What follows belongs to an exercise in optimizing a design on an open flow for small area, a short achievable clock period and few clock cycles per item; a production flow would make more cautious choices.
In this exercise RTL edits were held to simulation tests only and were not proved equivalent to the original.

==> flow/design.v (outline; a module is shown in full before it is edited, if it fits) <==
// module mac_s1: 627 lines
// module mac_s2: 66 lines
// module phase_ctrl: 97 lines
module phase_ctrl(
                  input             clk,
                  input             resetn,
                  input             i2c_wr,
                  input  [15:0]     i2c_wdata,
                  input  [3:0]      i2c_addr,
                  input             fifo_empty,
                  input  [17:0]     fifo_rdata,
                  output            fifo_rden,
                  output     [17:0] fifo_wdata,
                  output            fifo_wren,
                  input             fifo_almost_full
                 );
  // ...
==> flow/run.sh <==
#!/bin/bash
# synth_recipe.tcl (not shown) runs the flow's synth.tcl, then flattens the netlist and writes it again
# the make line also repeats each setting of config.mk as NAME=value (left out here)
make -C /OpenROAD-flow-scripts/flow DESIGN_CONFIG=/design/flow/config.mk WORK_HOME=/design/flow/orfs CLKGATE_MAP_FILE= SYNTH_SCRIPT=/design/flow/synth_recipe.tcl finish
==> flow/config.mk <==
export PLATFORM = sky130hd
export DESIGN_NAME = phase_ctrl
export DESIGN_NICKNAME = phase_ctrl
export VERILOG_FILES = /design/flow/design.v
export SDC_FILE = /design/flow/constraint.sdc
export NUM_CORES = 4
export LEC_CHECK = 0
export ABC_CLOCK_PERIOD_IN_PS = 3600
export CAP_MARGIN = 20
export CORE_MARGIN = 2
export CORE_UTILIZATION = 40
export SETUP_SLACK_MARGIN = 4.3
export SLEW_MARGIN = 20
==> flow/constraint.sdc <==
create_clock -name core_clock -period 8.0 [get_ports {clk}]
set_input_delay 1.6000 -clock core_clock [delete_from_list [all_inputs] [get_ports {clk}]]
set_output_delay 1.6000 -clock core_clock [all_outputs]
set_load 0.01 [all_outputs]
==> metrics.yaml, run 1 <==
multi_input_gates: 1142
status: "finished clean"
fin_cells: 2484
min_to: "H0[5]$_DFFE_PP_"
grt_setup_unrepaired: "true"
synth_top_family_by_area: "adder cells"
vias: 13450
grt_pass1_wl_mm: 83.49
final_max_slew_viol_count: 0
synth_edf_count: 208
clockBufferCount: 49
syn_inst: 1802
syn_area_um2: 20050
clk_pin_slew_ns: 0.06
report.final.hold_viol_count: 0
gr-total-overflow: 0
die_y_um: 227.9
die_area_um2: 51920
fin_area_um2: 22450
worst_pin_slew_ns: 1.041
end_kind: "flop"
grt_pass1_vias: 13980
cp-start-kind: "flop"
hold-path-cell-count: 0
min_period_ns: 3.717
path_class: "reg2reg"
cp_max_fo: 10
grt_max_degree: 78
muxShareOfSynthArea_pct: 1.523
max_stage_delay_ns: 0.74
drtAntennaViolNets: 0
areaGrowthSynthToFinish_pct: 11.98
clock_path_buffers: 3
Testbench counts, summed over its fixed seeds: cycles 2,336, frames 384.
==> inputs of run 2 (changes only) <==
==> flow/flow/run.sh (new file) <==
#!/bin/bash
# Own flow: the standard flow (standard.sh) with one extra step between
# Yosys and the rest of the layout.  fa_polarity.py removes inverters around
# the full-adder cells: a full adder fed complemented inputs computes
# complemented outputs, so flipping some adders removes inverters.  Only
# combinational cells change; the registers are Yosys's own.  The rewritten
# netlist is proved equivalent to Yosys's netlist (check_eq.ys); if the proof
# fails, Yosys's netlist is used unchanged.
set -euo pipefail
W=$PWD
RES=$W/orfs/results/sky130hd/phase_ctrl/base
YOSYS=$FLOW_HOME/../tools/install/yosys/bin/yosys
LIB=$FLOW_HOME/platforms/sky130hd/lib/sky130_fd_sc_hd__tt_025C_1v80.lib

bash standard.sh $RES/1_2_yosys.v > synth.log 2>&1
cp $RES/1_2_yosys.v $W/netlist_yosys.v
if python3 flow/fa_polarity.py $W/netlist_yosys.v $W/netlist_fapol.v > fa_polarity.log 2>&1; then
    sed -e "s#LIBFILE#$LIB#" -e "s#GOLDFILE#$W/netlist_yosys.v#" -e "s#GATEFILE#$W/netlist_fapol.v#" \
        flow/check_eq.ys > check_eq_run.ys
    if "$YOSYS" -q check_eq_run.ys > check_eq.log 2>&1; then
        cp $W/netlist_fapol.v $RES/1_2_yosys.v
        echo "using the rewritten netlist" >> fa_polarity.log
    else
        echo "equivalence proof failed: using Yosys's netlist" >> fa_polarity.log
    fi
fi
bash standard.sh > layout.log 2>&1
==> flow/flow/check_eq.ys (new file) <==
# equivalence of the rewritten netlist (gate) with yosys's netlist (gold)
read_liberty -ignore_miss_func LIBFILE
read_verilog GOLDFILE
rename phase_ctrl gold
read_verilog GATEFILE
rename phase_ctrl gate
flatten
async2sync
equiv_make gold gate eq
hierarchy -top eq
equiv_simple -seq 2
equiv_status -assert
==> flow/flow/fa_polarity.py (new file) <==
#!/usr/bin/env python3
"""Remove inverters around full-adder cells in a Yosys netlist.

A full adder is self-dual: FA(~a, ~b, ~c) = (~sum, ~cout).  Each
sky130_fd_sc_hd__fa_* cell may therefore be "flipped" (fed complemented
inputs, producing complemented outputs).  This script chooses flips that
minimise the number of inverters needed, then rewrites the netlist.
The logic function of every port and flip-flop input is unchanged.

usage: fa_polarity.py in.v out.v
"""
import re
import sys

INV_RE = re.compile(r'^sky130_fd_sc_hd__(inv|clkinv)_\d+$')
FA_RE = re.compile(r'^sky130_fd_sc_hd__fa_\d+$')
OUT_PINS = {'X', 'Y', 'Q', 'Q_N', 'SUM', 'COUT', 'HI', 'LO'}

src = open(sys.argv[1]).read()
m = re.search(r'\bmodule\b.*?;', src, re.S)
head_end = m.end()
body_end = src.rindex('endmodule')
body = src[head_end:body_end]

# split body into statements
stmts = [s.strip() for s in body.split(';')]
decls, assigns, cells = [], [], []
inst_re = re.compile(r'^(\S+)\s+(\S+)\s*\((.*)\)$', re.S)
pin_re = re.compile(r'\.(\w+)\s*\(\s*(.*?)\s*\)\s*(?:,|$)', re.S)
for s in stmts:
    if not s:
        continue
    if re.match(r'^(wire|input|output|inout|reg)\b', s):
        decls.append(s)
    elif s.startswith('assign'):
        assigns.append(s)
    else:
        mm = inst_re.match(s)
        if not mm:
            sys.exit('cannot parse: ' + s[:200])
        typ, name, pins = mm.groups()
        pd = {}
        for p, n in pin_re.findall(pins + ','):
            pd[p] = n.strip()
        cells.append([typ, name, pd])

fixed_nets = set()
for d in decls:
    if re.match(r'^(input|output|inout)\b', d):
        for n in re.findall(r'(\\\S+|[A-Za-z_][\w$]*)\s*$', d):
            fixed_nets.add(n)
for a in assigns:
    for tok in re.findall(r'\\\S+|[A-Za-z_][\w$]*(?:\s*\[\d+\])?', a[len('assign'):]):
        fixed_nets.add(tok.split('[')[0].strip())
        fixed_nets.add(tok.replace(' ', ''))


def base(n):
    return n.split('[')[0].strip()


driver = {}
loads = {}
for ci, (typ, name, pd) in enumerate(cells):
    for p, n in pd.items():
        if p in OUT_PINS:
            driver[n] = (ci, p)
        else:
            loads.setdefault(n, []).append((ci, p))

# resolve each consumer pin to (root signal, parity) through inverter chains
inv_cells = set(ci for ci, c in enumerate(cells) if INV_RE.match(c[0]))
fa_cells = [ci for ci, c in enumerate(cells) if FA_RE.match(c[0])]


def root(n):
    par = 0
    seen = 0
    while n in driver and driver[n][0] in inv_cells and seen < 50:
        n = cells[driver[n][0]][2]['A']
        par ^= 1
        seen += 1
    return n, par


def is_fixed(n):
    return n in fixed_nets or base(n) in fixed_nets


# consumer list: every non-inverter pin, with the signal it needs
consumers = []          # (ci, pin, root, parity)
for ci, (typ, name, pd) in enumerate(cells):
    if ci in inv_cells:
        continue
    for p, n in pd.items():
        if p in OUT_PINS:
            continue
        r, par = root(n)
        consumers.append((ci, p, r, par))
# fixed nets driven through inverters (ports / assigns) are consumers too
port_consumers = []
for n in list(driver):
    if driver[n][0] in inv_cells and is_fixed(n):
        r, par = root(n)
        port_consumers.append((n, r, par))

fa_index = {ci: k for k, ci in enumerate(fa_cells)}
flip = [0] * len(fa_cells)


def src_flip(r):
    d = driver.get(r)
    if d and d[0] in fa_index:
        return flip[fa_index[d[0]]]
    return 0


def need_inv(ci, r, par):
    """Does consumer (cell ci) of signal r with wanted parity par need an inverter?"""
    v = par ^ src_flip(r)
    if ci in fa_index:
        v ^= flip[fa_index[ci]]
    return v


def cost():
    need = set()
    for ci, p, r, par in consumers:
        if need_inv(ci, r, par):
            need.add(r)
    for n, r, par in port_consumers:
        if par ^ src_flip(r):
            need.add(r)
    # a flipped FA whose output net is fixed needs an inverter to restore it
    for ci in fa_cells:
        if flip[fa_index[ci]]:
            for p in ('SUM', 'COUT'):
                if is_fixed(cells[ci][2][p]):
                    need.add(cells[ci][2][p] + '#fixed')
    return len(need)


best = cost()
orig_inv = len(inv_cells)
improved = True
passes = 0
while improved and passes < 20:
    improved = False
    passes += 1
    for k in range(len(fa_cells)):
        flip[k] ^= 1
        c = cost()
        if c < best:
            best = c
            improved = True
        else:
            flip[k] ^= 1
sys.stderr.write('fa_polarity: %d FAs, %d flipped, inverters %d -> %d\n'
                 % (len(fa_cells), sum(flip), orig_inv, best))

# rebuild: physical net of a root r carries r ^ src_flip(r).
new_cells = []
inv_of = {}        # root -> net carrying the complement of the physical net
counter = [0]
extra_wires = []


def fresh(prefix):
    counter[0] += 1
    n = '\\fapol_%s_%d ' % (prefix, counter[0])
    extra_wires.append(n)
    return n


# physical net names: a flipped FA output that is a fixed net must be renamed
phys = {}
for ci in fa_cells:
    if flip[fa_index[ci]]:
        for p in ('SUM', 'COUT'):
            n = cells[ci][2][p]
            phys[n] = fresh('o')
fixed_renamed = [n for n in phys if is_fixed(n)]


def phys_net(r):
    return phys.get(r, r)


def inverted(r):
    if r not in inv_of:
        o = fresh('n')
        inv_of[r] = o
        new_cells.append(['sky130_fd_sc_hd__inv_1', '\\fapol_inv_%d ' % counter[0],
                          {'A': phys_net(r), 'Y': o}])
    return inv_of[r]


for ci, (typ, name, pd) in enumerate(cells):
    if ci in inv_cells:
        continue
    npd = {}
    for p, n in pd.items():
        if p in OUT_PINS:
            npd[p] = phys_net(n) if ci in fa_index else n
            continue
        r, par = root(n)
        if need_inv(ci, r, par):
            npd[p] = inverted(r)
        else:
            npd[p] = phys_net(r)
    if ci in fa_index and flip[fa_index[ci]]:
        name = '\\fapol_fa_%d ' % ci     # a flipped cell computes complemented values
    new_cells.append([typ, name, npd])
# restore fixed nets: renamed FA outputs and port nets driven by inverters
for n in fixed_renamed:
    o = phys[n]
    new_cells.append(['sky130_fd_sc_hd__inv_1', '\\fapol_fix_%d ' % len(new_cells), {'A': o, 'Y': n}])
for n, r, par in port_consumers:
    v = par ^ src_flip(r)
    if v:
        new_cells.append(['sky130_fd_sc_hd__inv_1', '\\fapol_port_%d ' % len(new_cells), {'A': phys_net(r), 'Y': n}])
    else:
        new_cells.append(['sky130_fd_sc_hd__buf_1', '\\fapol_port_%d ' % len(new_cells), {'A': phys_net(r), 'X': n}])

out = [src[:head_end], '\n']
for d in decls:
    out.append('  %s ;\n' % d)
for w in extra_wires:
    out.append('  wire %s ;\n' % w)
for a in assigns:
    out.append('  %s ;\n' % a)
for typ, name, pd in new_cells:
    out.append('  %s %s (%s);\n' % (typ, name, ', '.join('.%s(%s )' % (p, n) for p, n in pd.items())))
out.append('endmodule\n')
open(sys.argv[2], 'w').write(''.join(out))
==> flow/standard.sh (new file) <==
#!/bin/bash
# synth_recipe.tcl (not shown) runs the flow's synth.tcl, then flattens the netlist and writes it again
# the make line also repeats each setting of config.mk as NAME=value (left out here)
make -C /OpenROAD-flow-scripts/flow DESIGN_CONFIG=/design/flow/config.mk WORK_HOME=/design/flow/orfs CLKGATE_MAP_FILE= SYNTH_SCRIPT=/design/flow/synth_recipe.tcl "${@:-finish}"
--- a/flow/config.mk
+++ b/flow/config.mk
@@ -9,5 +9,7 @@
 export CAP_MARGIN = 20
 export CORE_MARGIN = 2
 export CORE_UTILIZATION = 40
+export CTS_CLUSTER_DIAMETER = 100
+export CTS_CLUSTER_SIZE = 25
 export SETUP_SLACK_MARGIN = 4.3
 export SLEW_MARGIN = 20
removed: flow/run.sh
==> metrics.yaml, run 2 <==
layout_commonest_cell: "edfxtp_1"
dp.final_hpwl_mm: 36.24
drt_iter0_drc: 1399
drtAntennaViolNets: 0  # unchanged
final_max_slew_viol_count: 0  # unchanged
worst_pin_slew_ns: 0.9634  # -0.07722 ns
clock_latency_ns: 0.52
end_kind: "output port"
fin_nets: 1948
worstHoldPathType: "reg2reg"
fmax_mhz: 272.8
dp.cells: 2217
ys.warnings.count: 1
grt_setup_unrepaired: "false"
worstReg2RegStart: "H0[0]$_DFFE_PP_"
num_rows: 81
cp-start-kind: "input port"
tns_ns: 0
relSlewSlack_pct: 35.77
cts_root_buf: "clkbuf_16"
drive_above_1_share_pct: 10.45
cp_max_fo: 2  # -8
grt_antenna_before_repair: 0
die_area_um2: 50680  # -2.4%
crit_path_start: "fifo_rdata[0]"
gr-total-overflow: 0  # unchanged
pin_count: 63
crit_chain: "clkdlybuf4s15_1 -> nand2_1 -> o21ai_1 -> buf_2"
cts_buffers: 15
syn_nets: 1953
cpLargestDelayFamily: "buffers and inverters"
start_util_pct: 40.21
largest_reg_flops: 80
post-route-util_pct: 44.13
finalWeightedCongestion: 0.9805
reg_top3: "X: 80 flops, ae: 24 flops, be: 24 flops"
status: "finished clean"
core-area_um2: 48650
syn_inst: 1672  # -7.2%
n_antenna_cell: 0
vias: 12890  # -4.1%
finalSetupViolations: 0
firstDrtPassIters: 6
routed_wl_mm: 53.39
path_buf_inv: 2
track_usage_pct: 21.42
worst_slack_ns: 4.334
grt_max_degree: 81  # +3.8%
max_stage_delay_ns: 0.20  # -0.54 ns
maxCapViolCount: 0
min_period_ns: 3.666  # -0.05066 ns
cts_tree: "done"
die_w_um: 225.1
port_buffers: 60
cts_max_level: 1
arrival_ns: 2.07
grt_pass1_wl_mm: 81.63  # -2.2%
dpl_worst_slack_ns: 3.564
layout_common_cells: "edfxtp_1 (208), xnor2_1 (207), fa_1 (191)"
grt_pass1_vias: 13140  # -6.0%
hold-path-cell-count: 0  # unchanged
skew_ns: 0.02096
drc: 0
syn_area_um2: 19560  # -2.4%
fin_cells: 2297  # -7.5%
clk_pin_slew_ns: 0.09  # +0.03 ns
wl_per_cell_um: 23.25
cts_hold_buffers: 0
hold_start: "H1[4]$_DFFE_PP_"
r2r.worst_path.cells: 8
slowest_stage: "clkdlybuf4s15_1"
avgSynthCellArea_um2: 11.70
cts.sinks: 270
areaGrowthSynthToFinish_pct: 9.768
vias_per_cell: 5.613
report.final.hold_viol_count: 0  # unchanged
cp.depth: 4
path_class: "in2out"
min_period_over_period_pct: 45.83
clock_path_buffers: 3  # unchanged
regMostFlops: "X"
critPathRequiredTime_ns: 6.40
die_y_um: 225.1  # -1.2%
run 2: cell types whose count changed in the layout (fill, tap and decap cells not counted), moves of 4 or more:
| cell | before | now |
|---|---|---|
| dfrtp_1 | 42 | 37 |
| clkbuf_8 | 4 | 0 |
| inv_2 | 4 | 0 |
| buf_4 | 30 | 59 |
| clkinv_1 | 5 | 0 |
| dfrtp_2 | 8 | 12 |
| clkbuf_16 | 37 | 16 |
| inv_1 | 228 | 99 |
run 2: path summary, 6_finish.rpt:
path | to | slack (ns)
worst max-delay path | fifo_wdata[0] | 4.33
worst min-delay path | H0[4]$_DFFE_PP_ | 0.42
worst max register to register | X[51]$_DFFE_PP_ | 4.36
worst min register to register | H0[4]$_DFFE_PP_ | 0.42
max in group asynchronous | be[10]$_DFFE_PN0P_ | 6.13
min in group asynchronous | credit[1]$_DFF_PN0_ | 1.26
run 2: repair_timing:
action                     CTS  global route
buffers inserted            18            35
setup endpoints to repair   62            29
pin swaps                    2             2
cloned                       1             0
resized for setup          123            32
run 2: cell type report:
cell class / instances / area (um^2)
Sequential cell: 270 / 7841
Tap cell: 622 / 778.2
Clock buffer: 22 / 422.9
Fill cell: 4530 / 27180
Multi-Input combinational cell: 1142 / 10770
Timing Repair Buffer: 133 / 1207
Inverter: 105 / 416.7
Clock inverter: 3 / 30.03
run 2: routing by layer:
layer  up-vias  wire length, um  track usage [%]
met4         0             1731            6.708
met5         -                0                0
li1       5684                -                -
met2       585            23650            33.00
met3        98             4273            3.664
met1      6526            23740            30.87
run 2: per-stage QoR:
stage               hold WS [ns]  cell area, um^2
floorplan                 0.4003            19570
global placement          0.4006            20470
detailed placement        0.4045            20470
CTS                       0.4211            21110
global route              0.4178            21470
finish                    0.4151            21470
==> inputs of run 3 (changes only) <==
--- a/flow/config.mk
+++ b/flow/config.mk
@@ -9,7 +9,5 @@
 export CAP_MARGIN = 20
 export CORE_MARGIN = 2
 export CORE_UTILIZATION = 40
-export CTS_CLUSTER_DIAMETER = 100
-export CTS_CLUSTER_SIZE = 25
 export SETUP_SLACK_MARGIN = 4.3
 export SLEW_MARGIN = 20
==> metrics.yaml, run 3 <==
status: "finished clean"
post-route-util_pct: 45.29  # +1.2 points
core-area_um2: 48650  # unchanged
dpl_worst_slack_ns: 3.564  # unchanged
drive_above_1_share_pct: 11.92  # +1.5 points
cts_hold_buffers: 0  # unchanged
die_area_um2: 50680  # unchanged
critPathRequiredTime_ns: 6.40  # about the same
cts_tree: "done"
vias: 13030  # +1.1%
port_buffers: 60  # unchanged
crit_chain: "clkdlybuf4s15_1 -> nand2_1 -> o21ai_1 -> buf_2"
finalWeightedCongestion: 0.9805  # unchanged
maxCapViolCount: 0  # unchanged
track_usage_pct: 21.82  # +0.40 points
num_rows: 81  # unchanged
syn_inst: 1672  # unchanged
layout_commonest_cell: "edfxtp_1"
grt_setup_unrepaired: "true"
final_max_slew_viol_count: 0  # unchanged
cp-start-kind: "input port"
routed_wl_mm: 54.33  # +1.8%
firstDrtPassIters: 5  # -1
areaGrowthSynthToFinish_pct: 12.65
wl_per_cell_um: 23.37  # +0.53%
grt_antenna_before_repair: 0  # unchanged
drc: 0  # unchanged
gr-total-overflow: 0  # unchanged
fin_nets: 1963  # +0.77%
n_antenna_cell: 0  # unchanged
syn_nets: 1953  # unchanged
path_buf_inv: 2  # unchanged
max_stage_delay_ns: 0.20  # about the same
arrival_ns: 2.06  # about the same
grt_pass1_vias: 13410  # +2.0%
dp.cells: 2217  # unchanged
grt_pass1_wl_mm: 83.20  # +1.9%
vias_per_cell: 5.606  # -0.13%
cts_buffers: 30  # +15
use_met2_pct: 34.02  # +1.0 points
cts.sinks: 270  # unchanged
met3_usage_pct: 3.520  # -0.14 points
finalSetupViolations: 0  # unchanged
layout_common_cells: "edfxtp_1 (208), xnor2_1 (207), fa_1 (191)"
cts_root_buf: "clkbuf_16"
clock_path_buffers: 3  # unchanged
min_period_ns: 3.661  # -0.005610 ns
ys.warnings.count: 1  # unchanged
worstHoldPathType: "reg2reg"
clk_pin_slew_ns: 0.06  # -0.03 ns
fmax_mhz: 273.2  # +0.15%
clock_latency_ns: 0.58  # +0.06 ns
cpLargestDelayFamily: "buffers and inverters"
syn_area_um2: 19560  # unchanged
reg_top3: "X: 80 flops, ae: 24 flops, be: 24 flops"
path_class: "in2out"
die_w_um: 225.1  # unchanged
tns_ns: 0  # unchanged
start_util_pct: 40.21  # unchanged
drt_iter0_drc: 1323  # -5.4%
grt_util_met1_pct: 31.23  # +0.36 points
worst_slack_ns: 4.339  # +0.005610 ns
slowest_stage: "clkdlybuf4s15_1"
relSlewSlack_pct: 35.29  # -0.48 points
regMostFlops: "X"
cts_max_level: 1  # unchanged
skew_ns: 0.02451  # +0.003543 ns
pin_count: 63  # unchanged
r2r_setup_slack_ns: 4.34  # -0.02 ns
die_y_um: 225.1  # unchanged
largest_reg_flops: 80  # unchanged
cp_max_fo: 2  # unchanged
min_period_over_period_pct: 45.76  # -0.070 points
avgSynthCellArea_um2: 11.70  # unchanged
dp.final_hpwl_mm: 36.24  # unchanged
grt_max_degree: 81  # unchanged
drtAntennaViolNets: 0  # unchanged
worst_pin_slew_ns: 0.9706  # +0.007151 ns
report.final.hold_viol_count: 0  # unchanged
fin_cells: 2325  # +1.2%
end_kind: "output port"
grt.busiest_layer: "met2"
==> run 3: path summary, 6_finish.rpt <==
kind,start,end,cells after the start
worst max-delay path,fifo_rdata[0],fifo_wdata[0],4
worst min-delay path,H1[0]$_DFFE_PP_,H0[0]$_DFFE_PP_,0
worst max register to register,be[3]$_DFFE_PN0P_,X[51]$_DFFE_PP_,8
worst min register to register,H1[0]$_DFFE_PP_,H0[0]$_DFFE_PP_,0
max in group asynchronous,resetn,be[10]$_DFFE_PN0P_,2
min in group asynchronous,resetn,credit[2]$_DFF_PN0_,2
==> run 3: layer usage <==
| metal | part of all wire, % | routed length [um] |
|---|---|---|
| met1 | 44 | 23980 |
| met2 | 45 | 24210 |
| met3 | 7.9 | 4302 |
| met4 | 3.4 | 1838 |
| met5 | 0 | 0 |
==> run 3: stage by stage <==
stage	area, um^2	hold slack, ns
6_report	22030	0.4124
3_5_place_dp	20470	0.4045
3_3_place_gp	20470	0.4006
2_1_floorplan	19570	0.4003
5_1_grt	22030	0.4225
4_1_cts	21690	0.4059
==> run 3: final cells by class <==
cell class                 instances  area (um^2)
fill                            4459        26610
multi-input combinational       1142        10780
sequential                       270         7838
timing repair buffer             133         1207
tap                              622        778.2
clock buffer                      32        758.2
inverter                         105        416.7
clock inverter                    21        252.7
==> run 3: timing repair <==
| item | in CTS | in global routing |
|---|---|---|
| buffers inserted | 19 | 34 |
| cloned | 1 | 0 |
| pin swaps | 3 | 2 |
| hold endpoints to repair | 0 | 0 |
| gates resized for setup | 131 | 26 |
| endpoints found under the setup margin | 61 | 23 |
==> inputs of run 4 (changes only) <==
--- a/flow/config.mk
+++ b/flow/config.mk
@@ -9,5 +9,7 @@
 export CAP_MARGIN = 20
 export CORE_MARGIN = 2
 export CORE_UTILIZATION = 40
+export CTS_CLUSTER_DIAMETER = 70
+export CTS_CLUSTER_SIZE = 30
 export SETUP_SLACK_MARGIN = 4.3
 export SLEW_MARGIN = 20
==> metrics.yaml, run 4 <==
drt_iter0_drc: 1308  # -1.1%
finalSetupViolations: 0  # unchanged
cts_max_level: 1  # unchanged
start_util_pct: 40.21  # unchanged
layout_common_cells: "edfxtp_1 (208), xnor2_1 (207), fa_1 (191)"
skew_ns: 0.02313  # -0.001372 ns
maxCapViolCount: 0  # unchanged
wl_per_cell_um: 23.15  # -0.94%
die_w_um: 225.1  # unchanged
die_area_um2: 50680  # unchanged
cts_hold_buffers: 0  # unchanged
grt_setup_unrepaired: "true"
pin_count: 63  # unchanged
dp.final_hpwl_mm: 36.24  # unchanged
vias_per_cell: 5.600  # -0.10%
vias: 13000  # -0.23%
grt_max_degree: 81  # unchanged
reg_top3: "X: 80 flops, ae: 24 flops, be: 24 flops"
worstHoldPathType: "reg2reg"
dpl_cell_area_um2: 20470  # unchanged
areaGrowthSynthToFinish_pct: 12.42
ys.warnings.count: 1  # unchanged
syn_nets: 1953  # unchanged
clock_path_buffers: 3  # unchanged
fin_area_um2: 21990  # -0.21%
finalWeightedCongestion: 0.9805  # unchanged
relSlewSlack_pct: 35.64  # +0.35 points
syn_area_um2: 19560  # unchanged
drc: 0  # unchanged
port_buffers: 60  # unchanged
final_max_slew_viol_count: 0  # unchanged
arrival_ns: 2.07  # about the same
clock_latency_ns: 0.57  # about the same
avgSynthCellArea_um2: 11.70  # unchanged
cts_root_buf: "clkbuf_16"
n_antenna_cell: 0  # unchanged
regMostFlops: "X"
syn_inst: 1672  # unchanged
fmax_mhz: 272.8  # -0.13%
worst_pin_slew_ns: 0.9654  # -0.005236 ns
firstDrtPassIters: 5  # unchanged
min_period_over_period_pct: 45.82  # +0.058 points
end_kind: "output port"
report.final.hold_viol_count: 0  # unchanged
grt_pass1_vias: 13320  # -0.68%
die_y_um: 225.1  # unchanged
fin_nets: 1965  # +0.10%
cts.sinks: 270  # unchanged
cp_max_fo: 2  # unchanged
clk_pin_slew_ns: 0.09  # +0.03 ns
cts_buffers: 22  # -27%
num_rows: 81  # unchanged
layout_commonest_cell: "edfxtp_1"
cts_tree: "done"
routed_wl_mm: 53.75  # -1.1%
min_period_ns: 3.665  # +0.004630 ns
path_class: "in2out"
grt_antenna_before_repair: 1  # +1
track_usage_pct: 21.57  # -0.25 points
largest_reg_flops: 80  # unchanged
gr-total-overflow: 0  # unchanged
core-area_um2: 48650  # unchanged
critPathRequiredTime_ns: 6.40  # about the same
status: "finished clean"
drtAntennaViolNets: 0  # unchanged
grt_pass1_wl_mm: 82.32  # -1.1%
cp-start-kind: "input port"
dpl_worst_slack_ns: 3.564  # unchanged
worst_slack_ns: 4.335  # -0.004630 ns
drive_above_1_share_pct: 12.18  # +0.26 points
tns_ns: 0  # unchanged
==> run 4: layout make-up <==
| type | count | area [um^2] |
|---|---|---|
| clock inverters | 18 | 301.5 |
| clock buffers | 22 | 550.5 |
| inverters | 105 | 416.7 |
| flip-flops and latches | 270 | 7841 |
| fillers | 4463 | 26660 |
| repair buffers | 143 | 1323 |
| multi-input cells | 1142 | 10780 |
| well taps | 622 | 778.2 |
==> run 4: metrics by stage <==
stage / std cells / hold slack, ns / util, %
after detailed placement: 2217 / 0.4045 / 42.09
after global routing: 2322 / 0.4193 / 45.20
after CTS: 2280 / 0.4110 / 44.29
after global placement: 2217 / 0.4006 / 42.09
after floorplan: 1672 / 0.4003 / -
final: 2322 / 0.4160 / 45.20
==> run 4: path summary, 6_finish.rpt <==
| check | start | endpoint | slack, ns | cells after the start |
|---|---|---|---|---|
| max in group asynchronous | resetn | ae[8]$_DFFE_PN0P_ | 6.19 | 2 |
| worst min-delay path | H1[2]$_DFFE_PP_ | H0[2]$_DFFE_PP_ | 0.42 | 0 |
| worst max-delay path | fifo_rdata[0] | fifo_wdata[0] | 4.33 | 4 |
| min in group asynchronous | resetn | credit[2]$_DFF_PN0_ | 1.19 | 2 |
| worst max register to register | hv$_DFFE_PN0P_ | X[51]$_DFFE_PP_ | 4.37 | 9 |
| worst min register to register | H1[2]$_DFFE_PP_ | H0[2]$_DFFE_PP_ | 0.42 | 0 |
==> run 4: critical path, cell delays in order <==
cell and delay (ns):
clkdlybuf4s15_1 0.20, nand2_1 0.06, o21ai_1 0.07, buf_2 0.14
==> run 4: layer usage <==
layer | GRT usage (%) | part of all wire (%)
met1 | 30.95 | 44
met2 | 33.26 | 44
met3 | 3.559 | 8.4
met4 | 7.285 | 3.2
met5 | 0 | 0
==> run 4: what timing repair did <==
item | in CTS | in global routing
gates resized for setup | 126 | 31
pin swaps | 2 | 3
cloned | 1 | 0
setup endpoints to repair | 61 | 31
buffers inserted | 22 | 41
==> inputs of run 5 (changes only) <==
==> flow/flow/run.sh (replaced) <==
#!/bin/bash
# Own flow: the standard flow (standard.sh) with two extra netlist steps
# between Yosys and the rest of the layout.  Only combinational cells change;
# the registers are Yosys's own, with their names and cell types.
#  1. fa_polarity.py removes inverters around the full-adder cells: a full
#     adder fed complemented inputs computes complemented outputs.
#  2. remap.py + ABC (area.abc) re-map the plain logic for area, keeping the
#     flip-flops, full/half adders and tie cells as they are.
# Each step is proved equivalent to its input netlist (check_eq.ys); a step
# whose proof fails is dropped.
set -euo pipefail
W=$PWD
RES=$W/orfs/results/sky130hd/phase_ctrl/base
YOSYS=$FLOW_HOME/../tools/install/yosys/bin/yosys
LIB=$FLOW_HOME/platforms/sky130hd/lib/sky130_fd_sc_hd__tt_025C_1v80.lib

check() {  # check GOLD GATE LOG
    sed -e "s#LIBFILE#$LIB#" -e "s#GOLDFILE#$1#" -e "s#GATEFILE#$2#" flow/check_eq.ys > $3.ys
    "$YOSYS" -q $3.ys > $3.log 2>&1
}

bash standard.sh $RES/1_2_yosys.v > synth.log 2>&1
cp $RES/1_2_yosys.v $W/netlist_yosys.v
CUR=$W/netlist_yosys.v

if python3 flow/fa_polarity.py $CUR $W/netlist_fapol.v > fa_polarity.log 2>&1 &&
   check $CUR $W/netlist_fapol.v check_fapol; then
    CUR=$W/netlist_fapol.v
    echo "fa_polarity: used" >> fa_polarity.log
else
    echo "fa_polarity: dropped" >> fa_polarity.log
fi

if python3 flow/remap.py $LIB $CUR $W/netlist_remap.v $W/flow/area.abc > remap_run.ys 2> remap_py.log &&
   "$YOSYS" -q remap_run.ys > remap.log 2>&1 &&
   check $CUR $W/netlist_remap.v check_remap; then
    CUR=$W/netlist_remap.v
    echo "remap: used" >> remap.log
else
    echo "remap: dropped" >> remap.log
fi

cp $CUR $RES/1_2_yosys.v
bash standard.sh > layout.log 2>&1
==> flow/flow/area.abc (new file) <==
&get -n
&st
&dch -f
&nf -R 20
&st
&syn2
&dch -f
&nf -R 20
&st
&synch2
&nf -R 20
&put
topo
stime -c
==> flow/flow/remap.py (new file) <==
#!/usr/bin/env python3
"""Write a Yosys script that re-maps the plain logic of a netlist with ABC
for area.  Flip-flops, full/half adders and tie cells are kept as they are
(same instances, same names); only the other combinational cells change.

usage: remap.py LIB IN.v OUT.v SCRIPT.abc > remap_run.ys
"""
import re
import sys

lib, src, dst, script = sys.argv[1:5]
text = open(src).read()
types = sorted(set(re.findall(r'^\s*(sky130_fd_sc_hd__\w+)\s', text, re.M)))
keep = [t for t in types if re.match(r'sky130_fd_sc_hd__(e?df|sdf|fa_|ha_|conb)', t)]
libcells = re.findall(r'^\s*cell\s*\(\s*"?(\w+)"?\s*\)', open(lib).read(), re.M)
dont = [c for c in libcells if re.search(r'lpflow|probe', c)]
print('read_liberty -ignore_miss_func %s' % lib)
print('read_verilog %s' % src)
print('hierarchy -top phase_ctrl')
print('setattr -mod -set keep_hierarchy 1 %s' % ' '.join(keep))
print('flatten')
print('opt_clean')
print('abc -liberty %s %s -script %s' % (lib, ' '.join('-dont_use %s' % c for c in dont), script))
print('opt_clean -purge')
print('hilomap -singleton -hicell sky130_fd_sc_hd__conb_1 HI -locell sky130_fd_sc_hd__conb_1 LO')
print('insbuf -buf sky130_fd_sc_hd__buf_4 A X')
print('splitnets')
print('opt_clean -purge')
print('select phase_ctrl')
print('write_verilog -noattr -nohex -nodec -selected %s' % dst)
--- a/flow/config.mk
+++ b/flow/config.mk
@@ -9,7 +9,7 @@
 export CAP_MARGIN = 20
 export CORE_MARGIN = 2
 export CORE_UTILIZATION = 40
-export CTS_CLUSTER_DIAMETER = 70
-export CTS_CLUSTER_SIZE = 30
+export CTS_CLUSTER_DIAMETER = 110
+export CTS_CLUSTER_SIZE = 32
 export SETUP_SLACK_MARGIN = 4.3
 export SLEW_MARGIN = 20
==> metrics.yaml, run 5 <==
status: "finished clean"
finalSetupViolations: 0  # unchanged
die_w_um: 218.0  # -3.1%
relSlewSlack_pct: 32.76  # -2.9 points
cts_hold_buffers: 0  # unchanged
final_max_slew_viol_count: 0  # unchanged
start_util_pct: 40.47  # +0.26 points
r2r_setup_slack_ns: 4.37  # about the same
port_buffers: 60  # unchanged
dp.cells: 2070  # -6.6%
layout_common_cells: "xnor2_1 (210), edfxtp_1 (208), fa_1 (189)"
r2r.worst_path.cells: 8  # -1
fin_nets: 1803  # -8.2%
dp.final_hpwl_mm: 34.07  # -6.0%
vias: 12090  # -7.1%
syn_inst: 1395  # -17%
wl_per_cell_um: 23.34  # +0.83%
grt_max_degree: 81  # unchanged
min_period_over_period_pct: 46.10  # +0.28 points
dpl_cell_area_um2: 19820  # -3.2%
fillCellCount: 4140  # -7.2%
finalWeightedCongestion: 0.9251  # -5.7%
reg_top3: "X: 80 flops, ae: 24 flops, be: 24 flops"
firstDrtPassIters: 6  # +1
fin_cells: 2129  # -8.3%
fin_area_um2: 20750  # -5.6%
largest_reg_flops: 80  # unchanged
cts_max_level: 1  # unchanged
grt_pass1_wl_mm: 75.45  # -8.3%
hold_ws_ns: 0.4211  # +0.005085 ns
drive_above_1_share_pct: 10.53  # -1.6 points
track_usage_pct: 21.10  # -0.47 points
clock_latency_ns: 0.53  # -0.04 ns
cts.sinks: 270  # unchanged
drtAntennaViolNets: 0  # unchanged
fmax_mhz: 271.2  # -0.62%
arrival_ns: 2.09  # +0.02 ns
crit_path_start: "fifo_empty"
syn_area_um2: 18330  # -6.3%
drt_iter0_drc: 1298  # -0.76%
layout_commonest_cell: "xnor2_1"
drc: 0  # unchanged
tns_ns: 0  # unchanged
cts_buffers: 14  # -36%
pin_count: 63  # unchanged
cp_max_fo: 2  # unchanged
r2r_end: "X[55]$_DFFE_PP_"
crit_path_end: "fifo_rden"
min_period_ns: 3.688  # +0.02274 ns
routed_wl_mm: 49.70  # -7.6%
avgSynthCellArea_um2: 13.14  # +12%
worst_pin_slew_ns: 1.009  # +0.04318 ns
cp-start-kind: "input port"
dpl_worst_slack_ns: 3.544  # -0.01952 ns
worstHoldPathType: "reg2reg"
end_kind: "output port"
worstReg2RegStart: "ae[6]$_DFFE_PN0P_"
cts_root_buf: "clkbuf_16"
path_class: "in2out"
critPathRequiredTime_ns: 6.40  # about the same
clk_pin_slew_ns: 0.12  # +0.03 ns
die_area_um2: 47540  # -6.2%
areaGrowthSynthToFinish_pct: 13.22
gr-total-overflow: 0  # unchanged
grt_pass1_vias: 12440  # -6.6%
clock_path_buffers: 3  # unchanged
ys.warnings.count: 1  # unchanged
cts_tree: "done"
grt_antenna_before_repair: 0  # -1
grt_setup_unrepaired: "true"
skew_ns: 0.02864  # +0.005502 ns
num_rows: 78  # -3.7%
n_antenna_cell: 0  # unchanged
maxCapViolCount: 0  # unchanged
worst_slack_ns: 4.312  # -0.02274 ns
report.final.hold_viol_count: 0  # unchanged
core-area_um2: 45280  # -6.9%
regMostFlops: "X"
die_y_um: 218.0  # -3.1%
vias_per_cell: 5.677  # +1.4%
syn_nets: 1676  # -14%
-- run 5: final cells by class --
| class | instances | area, um^2 | share of cell area, % |
|---|---|---|---|
| clock buffer | 17 | 382.9 | 1.845 |
| clock inverter | 6 | 90.09 | 0.4342 |
| inverter | 100 | 394.1 | 1.900 |
| multi-input combinational | 1024 | 10260 | 49.43 |
| sequential | 270 | 7845 | 37.81 |
| tap | 600 | 750.7 | 3.618 |
| timing repair buffer | 112 | 1030 | 4.963 |
-- run 5: worst min-delay path by stage --
stage	from	end	slack, ns	depth (start not counted)
final	H1[11]$_DFFE_PP_	H0[11]$_DFFE_PP_	0.42	0
after global routing	H1[11]$_DFFE_PP_	H0[11]$_DFFE_PP_	0.43	0
after CTS	H1[11]$_DFFE_PP_	H0[11]$_DFFE_PP_	0.42	0
after detailed placement	H1[13]$_DFFE_PP_	H0[13]$_DFFE_PP_	0.40	0
after global placement	H1[13]$_DFFE_PP_	H0[13]$_DFFE_PP_	0.40	0
after floorplan	H1[0]$_DFFE_PP_	H0[0]$_DFFE_PP_	0.40	0
-- run 5: what timing repair did --
item | in CTS | in global routing
buffers inserted | 8 | 27
pin swaps | 1 | 3
setup endpoints to repair | 77 | 39
resized for setup | 158 | 49
cloned | 0 | 1
-- run 5: critical path: stages --
cell	delay, ns
clkdlybuf4s15_1	0.17
nand2b_4	0.13
nand2_1	0.06
buf_2	0.12
-- run 5: stage by stage --
step	util (%)
floorplan	-
global placement	43.76
detailed placement	43.76
CTS	44.95
global route	45.82
finish	45.82
-- run 5: per-layer routing --
metal  global-route usage (%)  up-vias  part of all wire (%)
met1                    28.79     6216                    42
met5                        0        -                     0
met3                    2.943      110                   6.7
met2                    33.88      491                    47
li1                         -     5269                     -
met4                    8.866        0                   4.1
==> inputs of run 6 (changes only) <==
--- a/flow/config.mk
+++ b/flow/config.mk
@@ -9,7 +9,7 @@
 export CAP_MARGIN = 20
 export CORE_MARGIN = 2
 export CORE_UTILIZATION = 40
-export CTS_CLUSTER_DIAMETER = 110
-export CTS_CLUSTER_SIZE = 32
+export CTS_CLUSTER_DIAMETER = 100
+export CTS_CLUSTER_SIZE = 25
 export SETUP_SLACK_MARGIN = 4.3
 export SLEW_MARGIN = 20
==> metrics.yaml, run 6 <==
status: "finished clean"
largest_reg_flops: 80  # unchanged
min_period_over_period_pct: 45.62  # -0.48 points
grt_pass1_vias: 12460  # +0.19%
layout_common_cells: "xnor2_1 (210), edfxtp_1 (208), fa_1 (188)"
relSlewSlack_pct: 33.44  # +0.68 points
num_rows: 78  # unchanged
min_period_ns: 3.650  # -0.03833 ns
dp.final_hpwl_mm: 34.07  # unchanged
fin_nets: 1810  # +0.39%
drc: 0  # unchanged
cp_max_fo: 2  # unchanged
maxCapViolCount: 0  # unchanged
areaGrowthSynthToFinish_pct: 13.53
syn_nets: 1676  # unchanged
report.final.hold_viol_count: 0  # unchanged
cts_root_buf: "clkbuf_16"
clock_latency_ns: 0.53  # about the same
finalWeightedCongestion: 0.9251  # unchanged
path_class: "in2out"
vias_per_cell: 5.627  # -0.88%
cts_tree: "done"
worst_pin_slew_ns: 0.9984  # -0.01015 ns
grt_pass1_wl_mm: 75.38  # about the same
start_util_pct: 40.47  # unchanged
layout_commonest_cell: "xnor2_1"
firstDrtPassIters: 6  # unchanged
pin_count: 63  # unchanged
grt_max_degree: 81  # unchanged
reg_top3: "X: 80 flops, ae: 24 flops, be: 24 flops"
cts_max_level: 1  # unchanged
drive_above_1_share_pct: 11.44  # +0.91 points
die_w_um: 218.0  # unchanged
syn_inst: 1395  # unchanged
hold_ws_ns: 0.4199  # -0.001227 ns
cp-start-kind: "input port"
cts.sinks: 270  # unchanged
grt_setup_unrepaired: "true"
track_usage_pct: 21.12  # about the same
clk_pin_slew_ns: 0.10  # -0.02 ns
die_y_um: 218.0  # unchanged
multi_input_area_um2: 10270  # +0.11%
end_kind: "output port"
regMostFlops: "X"
die_area_um2: 47540  # unchanged
port_buffers: 60  # unchanged
n_antenna_cell: 0  # unchanged
tns_ns: 0  # unchanged
clock_path_buffers: 3  # unchanged
core-area_um2: 45280  # unchanged
fmax_mhz: 274.0  # +1.1%
fillCellCount: 4138  # -0.048%
cts_hold_buffers: 0  # unchanged
drt_iter0_drc: 1141  # -12%
regArea_um2: 7849  # about the same
arrival_ns: 2.05  # -0.04 ns
avgSynthCellArea_um2: 13.14  # unchanged
final_max_slew_viol_count: 0  # unchanged
syn_area_um2: 18330  # unchanged
vias: 12030  # -0.46%
gr-total-overflow: 0  # unchanged
finalSetupViolations: 0  # unchanged
wl_per_cell_um: 23.16  # -0.77%
cts_buffers: 16  # +2
skew_ns: 0.01920  # -0.009435 ns
critPathRequiredTime_ns: 6.40  # about the same
ys.warnings.count: 1  # unchanged
routed_wl_mm: 49.52  # -0.35%
grt_antenna_before_repair: 0  # unchanged
drtAntennaViolNets: 0  # unchanged
worstHoldPathType: "reg2reg"
[run 6: cell type report]
| class | count | share of cell area (%) |
|---|---|---|
| clock inverters | 8 | 0.3428 |
| clock buffers | 19 | 2.081 |
| multi-input cells | 1024 | 49.35 |
| repair buffers | 117 | 4.998 |
| inverters | 100 | 1.894 |
| flip-flops and latches | 270 | 37.73 |
| well taps | 600 | 3.608 |
[run 6: layer usage]
metal,global-route usage [%],vias up,wire length [um]
li1,-,5275,-
met1,28.81,6183,21070
met2,33.71,475,23270
met3,2.957,97,3207
met4,9.297,0,1965
met5,0,-,0
[run 6: path summary, 6_finish.rpt]
| check | startpoint | endpoint | slack [ns] | cells past startpoint |
|---|---|---|---|---|
| worst max-delay path | fifo_rdata[0] | fifo_wdata[0] | 4.35 | 4 |
| worst min-delay path | H1[11]$_DFFE_PP_ | H0[11]$_DFFE_PP_ | 0.42 | 0 |
| worst max register to register | be[14]$_DFFE_PN1P_ | X[55]$_DFFE_PP_ | 4.39 | 7 |
| worst min register to register | H1[11]$_DFFE_PP_ | H0[11]$_DFFE_PP_ | 0.42 | 0 |
| max in group asynchronous | resetn | ae[7]$_DFFE_PN0P_ | 6.11 | 2 |
| min in group asynchronous | resetn | credit[2]$_DFF_PN0_ | 1.24 | 2 |
[run 6: critical path, cell delays in order]
cell             delay, ns
clkdlybuf4s15_1       0.18
nand2_1               0.05
o21ai_1               0.07
buf_2                 0.15
[run 6: timing repair]
action,4_1_cts,5_1_grt
gates cloned,0,1
pin swaps,1,2
resized for setup,163,53
setup endpoints to repair,77,35
buffers inserted,8,32
[run 6: stage by stage]
stage                     worst slack (ns)  instances  util [%]  cell area (um^2)
after floorplan                      4.317       1395         -             18340
after global placement               3.520       2070     43.76             19820
after detailed placement             3.544       2070     43.76             19820
after CTS                            4.231       2105     45.03             20390
after global routing                 4.266       2138     45.94             20810
final                                4.350       2138     45.94             20810
==> inputs of run 7 (changes only) <==
--- a/flow/flow/run.sh
+++ b/flow/flow/run.sh
@@ -6,6 +6,8 @@
 #     adder fed complemented inputs computes complemented outputs.
 #  2. remap.py + ABC (area.abc) re-map the plain logic for area, keeping the
 #     flip-flops, full/half adders and tie cells as they are.
+# The ports are buffered with the smallest buffer cell (buffer_ports
+# -buffer_cell) instead of the delay cell buffer_ports picks by itself.
 # Each step is proved equivalent to its input netlist (check_eq.ys); a step
 # whose proof fails is dropped.
 set -euo pipefail
@@ -41,4 +43,4 @@
 fi
 
 cp $CUR $RES/1_2_yosys.v
-bash standard.sh > layout.log 2>&1
+bash standard.sh finish BUFFER_PORTS_ARGS="-buffer_cell sky130_fd_sc_hd__buf_1" > layout.log 2>&1
--- a/flow/config.mk
+++ b/flow/config.mk
@@ -11,5 +11,5 @@
 export CORE_UTILIZATION = 40
 export CTS_CLUSTER_DIAMETER = 100
 export CTS_CLUSTER_SIZE = 25
-export SETUP_SLACK_MARGIN = 4.3
+export SETUP_SLACK_MARGIN = 4.2
 export SLEW_MARGIN = 20
==> metrics.yaml, run 7 <==
fin_nets: 1779  # -1.7%
vias: 11890  # -1.2%
cts.sinks: 270  # unchanged
drt_iter0_drc: 1099  # -3.7%
path_class: "reg2reg"
syn_area_um2: 18330  # unchanged
clk_pin_slew_ns: 0.10  # about the same
min_period_ns: 3.790  # +0.1407 ns
fin_area_um2: 20130  # -3.2%
critPathRequiredTime_ns: 8.28  # +1.88 ns
largest_reg_flops: 80  # unchanged
cts_max_level: 1  # unchanged
worst_pin_slew_ns: 1.063  # +0.06461 ns
die_y_um: 218.0  # unchanged
cpLargestDelayFamily: "compound AO/OA/AOI/OAI gates"
syn_inst: 1395  # unchanged
slowest_stage: "fa_1"
num_rows: 78  # unchanged
regMostFlops: "X"
hold_start: "H1[12]$_DFFE_PP_"
drive_above_1_share_pct: 5.843  # -5.6 points
clock_latency_ns: 0.52  # about the same
hold-path-cell-count: 0  # unchanged
die_area_um2: 47540  # unchanged
grt_antenna_before_repair: 1  # +1
maxCapViolCount: 0  # unchanged
dpl_cell_area_um2: 19430  # -1.9%
final_max_slew_viol_count: 0  # unchanged
cp-start-kind: "flop"
gr-total-overflow: 0  # unchanged
fin_cells: 2107  # -1.4%
relSlewSlack_pct: 29.13  # -4.3 points
path_buf_inv: 0  # -2
port_buffers: 60  # unchanged
finalSetupViolations: 0  # unchanged
reg_top3: "X: 80 flops, ae: 24 flops, be: 24 flops"
drc: 0  # unchanged
vias_per_cell: 5.644  # +0.30%
core-area_um2: 45280  # unchanged
arrival_ns: 4.07  # +2.02 ns
pin_count: 63  # unchanged
avgSynthCellArea_um2: 13.14  # unchanged
min_period_over_period_pct: 47.38  # +1.8 points
grt_setup_unrepaired: "true"
cts_root_buf: "clkbuf_16"
dp.final_hpwl_mm: 34.30  # +0.67%
drtAntennaViolNets: 0  # unchanged
max_stage_delay_ns: 0.57  # +0.39 ns
skew_ns: 0.01518  # -0.004022 ns
grt_pass1_vias: 12080  # -3.0%
wl_per_cell_um: 23.43  # +1.1%
tns_ns: 0  # unchanged
grt_pass1_wl_mm: 74.76  # -0.82%
layout_commonest_cell: "xnor2_1"
firstDrtPassIters: 6  # unchanged
finalWeightedCongestion: 0.9170  # -0.88%
syn_nets: 1676  # unchanged
dp.cells: 2068  # -0.097%
hold_ws_ns: 0.4169  # -0.002939 ns
die_w_um: 218.0  # unchanged
crit_chain: "fa_1 -> fa_1 -> ha_1 -> a21oi_1 -> nor2_1 -> a211oi_1 -> o21ai_0 -> a22oi_1 -> o21bai_1 -> a21o_1 -> a21oi_1 -> xnor2_1"
r2r_setup_slack_ns: 4.21  # -0.18 ns
routed_wl_mm: 49.36  # -0.32%
report.final.hold_viol_count: 0  # unchanged
cts_buffers: 15  # -1
layout_common_cells: "xnor2_1 (210), edfxtp_1 (208), fa_1 (191)"
worstHoldPathType: "reg2reg"
end_kind: "flop"
areaGrowthSynthToFinish_pct: 9.845
cp_max_fo: 4  # +2
clock_path_buffers: 3  # unchanged
status: "finished clean"
r2r.worst_path.cells: 12  # +5
start_util_pct: 40.47  # unchanged
ys.warnings.count: 1  # unchanged
fmax_mhz: 263.8  # -3.7%
cts_tree: "done"
r2r_end: "Y[12]$_DFFE_PP_"
worstReg2RegStart: "X[32]$_DFFE_PP_"
post-route-util_pct: 44.45  # -1.5 points
min_to: "H0[12]$_DFFE_PP_"
track_usage_pct: 20.95  # -0.17 points
grt_max_degree: 81  # unchanged
## run 7: how the worst max path moves through the flow
stage                     slack [ns]         endpoint                from  cells after the start
after global placement          3.72  X[55]$_DFFE_PP_      hv$_DFFE_PN0P_                      9
after CTS                       4.16  X[55]$_DFFE_PP_  be[17]$_DFFE_PN1P_                      7
after floorplan                 4.25  X[55]$_DFFE_PP_      hv$_DFFE_PN0P_                      8
final                           4.21  Y[12]$_DFFE_PP_     X[32]$_DFFE_PP_                     12
after global routing            4.09  Y[12]$_DFFE_PP_     X[32]$_DFFE_PP_                     12
after detailed placement        3.69  X[55]$_DFFE_PP_      hv$_DFFE_PN0P_                      9
## run 7: routing by layer
layer | vias up | wire, um | global-route usage, %
met1 | 6121 | 20750 | 28.35
li1 | 5212 | - | -
met2 | 480 | 23620 | 34.67
met3 | 78 | 3529 | 3.291
met4 | 0 | 1455 | 6.553
met5 | - | 0 | 0
## run 7: what timing repair did
item / 4_1_cts / 5_1_grt
setup buffers: 2 / 10
gates cloned: 0 / 1
gates resized for setup: 33 / 13
pin swaps: 0 / 1
setup endpoints to repair: 60 / 20
hold buffers: 0 / 0
## run 7: area by class of cell
cell class | count | area (um^2)
diodes | 1 | 2.502
clock buffers | 20 | 404.1
clock inverters | 5 | 61.31
fillers | 4215 | 25150
inverters | 100 | 390.4
multi-input cells | 1024 | 10190
flip-flops and latches | 270 | 7826
well taps | 600 | 750.7
repair buffers | 87 | 508.0
## run 7: per-stage QoR
stage               setup WS (ns)
global placement            3.721
floorplan                   4.250
global route                4.089
detailed placement          3.685
CTS                         4.156
finish                      4.210
## run 7: worst register-to-register path, delay by kind of cell (launching register included)
family,cells,cell delay (ns)
compound gates,7,1.67
xor+xnor,1,0.08
flops,1,0.42
fa+ha+maj,3,1.34
simple gates,1,0.06
==> inputs of run 8 (changes only) <==
--- a/flow/config.mk
+++ b/flow/config.mk
@@ -11,5 +11,5 @@
 export CORE_UTILIZATION = 40
 export CTS_CLUSTER_DIAMETER = 100
 export CTS_CLUSTER_SIZE = 25
-export SETUP_SLACK_MARGIN = 4.2
+export SETUP_SLACK_MARGIN = 4.5
 export SLEW_MARGIN = 20
==> metrics.yaml, run 8 <==
status: "finished clean"
avgSynthCellArea_um2: 13.14  # unchanged
die_area_um2: 47540  # unchanged
track_usage_pct: 22.01  # +1.1 points
min_period_over_period_pct: 44.73  # -2.6 points
regMostFlops: "X"
syn_nets: 1676  # unchanged
end_kind: "output port"
gr-total-overflow: 0  # unchanged
cts_root_buf: "clkbuf_16"
clock_latency_ns: 0.53  # about the same
grt_antenna_before_repair: 4  # +3
start_util_pct: 40.47  # unchanged
cts_buffers: 15  # unchanged
finalSetupViolations: 0  # unchanged
critPathRequiredTime_ns: 6.40  # -1.88 ns
dp.final_hpwl_mm: 34.49  # +0.57%
worst_pin_slew_ns: 0.9926  # -0.07042 ns
wl_per_cell_um: 23.67  # +1.0%
vias_per_cell: 5.673  # +0.52%
tns_ns: 0  # unchanged
path_class: "in2out"
cp-start-kind: "input port"
fmax_mhz: 279.4  # +5.9%
areaGrowthSynthToFinish_pct: 19.27
vias: 12630  # +6.2%
syn_area_um2: 18330  # unchanged
hold-path-cell-count: 0  # unchanged
final_max_slew_viol_count: 0  # unchanged
cts_max_level: 1  # unchanged
drtAntennaViolNets: 0  # unchanged
die_w_um: 218.0  # unchanged
r2r.worst_path.cells: 9  # -3
routed_wl_mm: 52.72  # +6.8%
drt_iter0_drc: 1242  # +13%
clk_pin_slew_ns: 0.10  # about the same
grt_pass1_vias: 13030  # +7.9%
num_rows: 78  # unchanged
skew_ns: 0.01715  # +0.001971 ns
drc: 0  # unchanged
pin_count: 63  # unchanged
reg_top3: "X: 80 flops, ae: 24 flops, be: 24 flops"
drive_above_1_share_pct: 21.71  # +16 points
clock_path_buffers: 3  # unchanged
min_period_ns: 3.578  # -0.2119 ns
cts_tree: "done"
worstHoldPathType: "reg2reg"
arrival_ns: 1.98  # -2.09 ns
grt_setup_unrepaired: "true"
grt_max_degree: 81  # unchanged
worst_slack_ns: 4.422  # +0.2119 ns
finalWeightedCongestion: 0.9174  # about the same
fillCellCount: 4007  # -4.9%
largest_reg_flops: 80  # unchanged
maxCapViolCount: 0  # unchanged
die_y_um: 218.0  # unchanged
ys.warnings.count: 1  # unchanged
cts.sinks: 270  # unchanged
fin_nets: 1898  # +6.7%
grt_pass1_wl_mm: 78.20  # +4.6%
firstDrtPassIters: 8  # +2
dpl_worst_slack_ns: 3.678  # -0.006700 ns
report.final.hold_viol_count: 0  # unchanged
port_buffers: 60  # unchanged
layout_common_cells: "edfxtp_1 (208), xnor2_1 (206), fa_1 (162)"
core-area_um2: 45280  # unchanged
cts_hold_buffers: 0  # unchanged
relSlewSlack_pct: 33.83  # +4.7 points
cp_max_fo: 2  # -2
syn_inst: 1395  # unchanged
layout_commonest_cell: "edfxtp_1"
-- run 8: worst paths after layout --
check / startpoint / endpoint / slack (ns)
setup / recovery: fifo_empty / fifo_rden / 4.42
hold / removal: H3[1]$_DFFE_PP_ / H2[1]$_DFFE_PP_ / 0.42
setup reg to reg: hv$_DFFE_PN0P_ / X[55]$_DFFE_PP_ / 4.47
hold reg to reg: H3[1]$_DFFE_PP_ / H2[1]$_DFFE_PP_ / 0.42
max in group asynchronous: resetn / ae[9]$_DFFE_PN0P_ / 6.11
min in group asynchronous: resetn / sr[6]$_DFFE_PN0P_ / 1.24
-- run 8: critical path, cell delays in order --
cell	delay, ns
buf_1	0.07
nand2b_4	0.13
nand2_2	0.08
buf_6	0.09
-- run 8: metal layers --
layer,share of wire (%),GRT usage [%]
met2,46,34.81
met4,5.6,10.91
met5,0,0
met3,7.5,4.547
met1,41,28.83
-- run 8: timing repair --
action,4_1_cts,5_1_grt
cloned,1,5
resized for setup,148,115
pin swaps,21,45
setup endpoints to repair,90,53
setup buffers,110,16
-- run 8: area by class of cell --
type	instances	area (um^2)	area share, %
Clock inverter	6	43.79	0.2003
Antenna cell	1	2.502	0.01145
Inverter	100	400.4	1.832
Sequential cell	270	7846	35.90
Multi-Input combinational cell	1029	10700	48.93
Clock buffer	20	404.1	1.849
Tap cell	600	750.7	3.434
Timing Repair Buffer	201	1715	7.848
-- run 8: metrics by stage --
stage	utilization [%]	hold WS, ns	std cells	area, um^2
4_1_cts	46.88	0.4222	2205	21230
6_report	48.27	0.4162	2227	21860
3_3_place_gp	42.93	0.4005	2068	19440
2_1_floorplan	-	0.4003	1395	18350
3_5_place_dp	42.93	0.4045	2068	19440
5_1_grt	48.26	0.4250	2226	21860
==> inputs of run 9 (changes only) <==
--- a/flow/config.mk
+++ b/flow/config.mk
@@ -11,5 +11,5 @@
 export CORE_UTILIZATION = 40
 export CTS_CLUSTER_DIAMETER = 100
 export CTS_CLUSTER_SIZE = 25
-export SETUP_SLACK_MARGIN = 4.5
+export SETUP_SLACK_MARGIN = 4.4
 export SLEW_MARGIN = 20
==> metrics.yaml, run 9 <==
status: "finished clean"
skew_ns: 0.02133  # +0.004174 ns
fmax_mhz: 275.7  # -1.3%
port_buffers: 60  # unchanged
cts_max_level: 1  # unchanged
min_period_ns: 3.627  # +0.04858 ns
die_y_um: 218.0  # unchanged
report.final.hold_viol_count: 0  # unchanged
start_util_pct: 40.47  # unchanged
grt_pass1_wl_mm: 77.06  # -1.5%
r2r_end: "X[55]$_DFFE_PP_"
cts_root_buf: "clkbuf_16"
reg_top3: "X: 80 flops, ae: 24 flops, be: 24 flops"
layout_commonest_cell: "edfxtp_1"
firstDrtPassIters: 6  # -2
r2r.worst_path.cells: 7  # -2
grt_setup_unrepaired: "true"
final_max_slew_viol_count: 0  # unchanged
cts_buffers: 16  # +1
num_rows: 78  # unchanged
drc: 0  # unchanged
ys.warnings.count: 1  # unchanged
worstHoldPathType: "reg2reg"
grt_pass1_vias: 12560  # -3.6%
tns_ns: 0  # unchanged
drt_iter0_drc: 1186  # -4.5%
pin_count: 63  # unchanged
clk_pin_slew_ns: 0.10  # about the same
grt_antenna_before_repair: 1  # -3
largest_reg_flops: 80  # unchanged
cts.sinks: 270  # unchanged
syn_nets: 1676  # unchanged
clock_path_buffers: 3  # unchanged
areaGrowthSynthToFinish_pct: 14.17
drtAntennaViolNets: 0  # unchanged
critPathRequiredTime_ns: 8.28  # +1.88 ns
hold-path-cell-count: 0  # unchanged
syn_inst: 1395  # unchanged
wl_per_cell_um: 23.20  # -2.0%
core-area_um2: 45280  # unchanged
cp_max_fo: 10  # +8
gr-total-overflow: 0  # unchanged
hold_start: "H1[7]$_DFFE_PP_"
cp-start-kind: "flop"
finalSetupViolations: 0  # unchanged
drive_above_1_share_pct: 14.43  # -7.3 points
crit_path_start: "be[17]$_DFFE_PN1P_"
worstReg2RegStart: "be[17]$_DFFE_PN1P_"
fin_cells: 2145  # -3.7%
regMostFlops: "X"
path_class: "reg2reg"
layout_common_cells: "edfxtp_1 (208), xnor2_1 (207), fa_1 (178)"
vias: 12280  # -2.8%
n_antenna_cell: 0  # -1
relSlewSlack_pct: 34.84  # +1.0 points
maxCapViolCount: 0  # unchanged
syn_area_um2: 18330  # unchanged
dp.final_hpwl_mm: 33.90  # -1.7%
end_kind: "flop"
post-route-util_pct: 46.21  # -2.1 points
finalWeightedCongestion: 0.9293  # +1.3%
vias_per_cell: 5.724  # +0.90%
min_period_over_period_pct: 45.34  # +0.61 points
fin_nets: 1816  # -4.3%
clock_latency_ns: 0.54  # about the same
die_area_um2: 47540  # unchanged
routed_wl_mm: 49.77  # -5.6%
dp.cells: 2068  # unchanged
grt_max_degree: 74  # -8.6%
die_w_um: 218.0  # unchanged
cts_tree: "done"
r2r_setup_slack_ns: 4.37  # -0.10 ns
arrival_ns: 3.90  # +1.92 ns
avgSynthCellArea_um2: 13.14  # unchanged
min_to: "H0[7]$_DFFE_PP_"
worst_pin_slew_ns: 0.9754  # -0.01723 ns
track_usage_pct: 21.39  # -0.62 points
-- run 9: routing by layer --
| layer | vias to the layer above | GRT usage, % | share of wire (%) |
|---|---|---|---|
| met5 | - | 0 | 0 |
| met4 | 0 | 7.868 | 3.8 |
| met3 | 110 | 3.347 | 7.5 |
| met2 | 567 | 34.35 | 47 |
| met1 | 6314 | 29.37 | 42 |
| li1 | 5287 | - | - |
-- run 9: timing repair --
action | in CTS | in global routing
pin swaps | 4 | 16
endpoints found under the setup margin | 89 | 42
gates resized for setup | 75 | 101
hold buffers | 0 | 0
setup buffers | 41 | 8
-- run 9: cell type report --
type / count / area [um^2]
tap: 600 / 750.7
clock inverter: 8 / 77.57
sequential: 270 / 7843
fill: 4106 / 24360
clock buffer: 20 / 436.7
multi-input combinational: 1024 / 10470
inverter: 100 / 396.6
timing repair buffer: 123 / 953.4
-- run 9: per-stage QoR --
step,hold WS (ns),setup WS (ns),instance area [um^2]
floorplan,0.4003,4.428,18340
global route,0.4118,4.270,20920
global placement,0.4004,3.787,19440
finish,0.4077,4.373,20920
detailed placement,0.4045,3.721,19440
CTS,0.4091,4.400,20560
-- run 9: critical path: stages, from the launching register on --
cell and delay [ns]:
dfstp_2 0.78, clkinv_2 0.31, xnor2_1 0.27, fa_1 0.47, fa_2 0.58, clkinv_1 0.09
fa_1 0.39, fa_1 0.49
-- run 9: worst max path at each step --
stage | endpoint | slack, ns | cells after the start
5_1_grt | Y[12]$_DFFE_PP_ | 4.27 | 12
3_3_place_gp | Y[15]$_DFFE_PP_ | 3.79 | 10
2_1_floorplan | X[55]$_DFFE_PP_ | 4.43 | 8
4_1_cts | fifo_wdata[7] | 4.40 | 4
3_5_place_dp | Y[15]$_DFFE_PP_ | 3.72 | 10
6_report | X[55]$_DFFE_PP_ | 4.37 | 7

[afterwards: timing with drivers on the ports]
The flow's constraints put no driver on any port. The routed layouts listed below were extracted and timed again, unchanged, in two steps. Step 1: set_driving_cell puts a clkbuf_16 on clk and a buf_2 on each other input, an assumption about the parent block. Step 2 adds t to the input delays and takes it off the output delays; t is the mean of the earliest and latest rising clock arrival at the registers after step 1. Input paths then give back, and output paths get back, about the clock's delay inside the block. Three values: ideal, step 1, step 2; two values: the first two.
| run | shift t [ns] | slack for setup (ns) | hold WS [ns] |
|---|---|---|---|
| run 1 | 0.601 | 4.283 / 4.283 / 4.283 | 0.403 / 0.403 / 0.403 |
| run 2 | 0.561 | 4.334 / 4.312 / 4.312 | 0.415 / 0.415 / 0.415 |
| run 3 | 0.626 | 4.339 / 4.317 / 4.317 | 0.412 / 0.412 / 0.412 |
| run 4 | 0.615 | 4.335 / 4.292 / 4.313 | 0.416 / 0.416 / 0.416 |
| run 5 | 0.569 | 4.312 / 4.287 / 4.200 | 0.421 / 0.421 / 0.421 |
| run 6 | 0.573 | 4.350 / 4.307 / 4.187 | 0.420 / 0.420 / 0.420 |
| run 7 | 0.566 | 4.210 / 4.210 / 4.210 | 0.417 / 0.417 / 0.417 |
| run 8 | 0.577 | 4.422 / 4.392 / 3.931 | 0.416 / 0.416 / 0.416 |
| run 9 | 0.579 | 4.373 / 4.373 / 4.373 | 0.408 / 0.408 / 0.408 |
After both steps setup and hold are still met in every run listed. The setup slack of run 8, which loses most, moves by -0.030 ns with the drivers and by -0.491 ns with both steps.
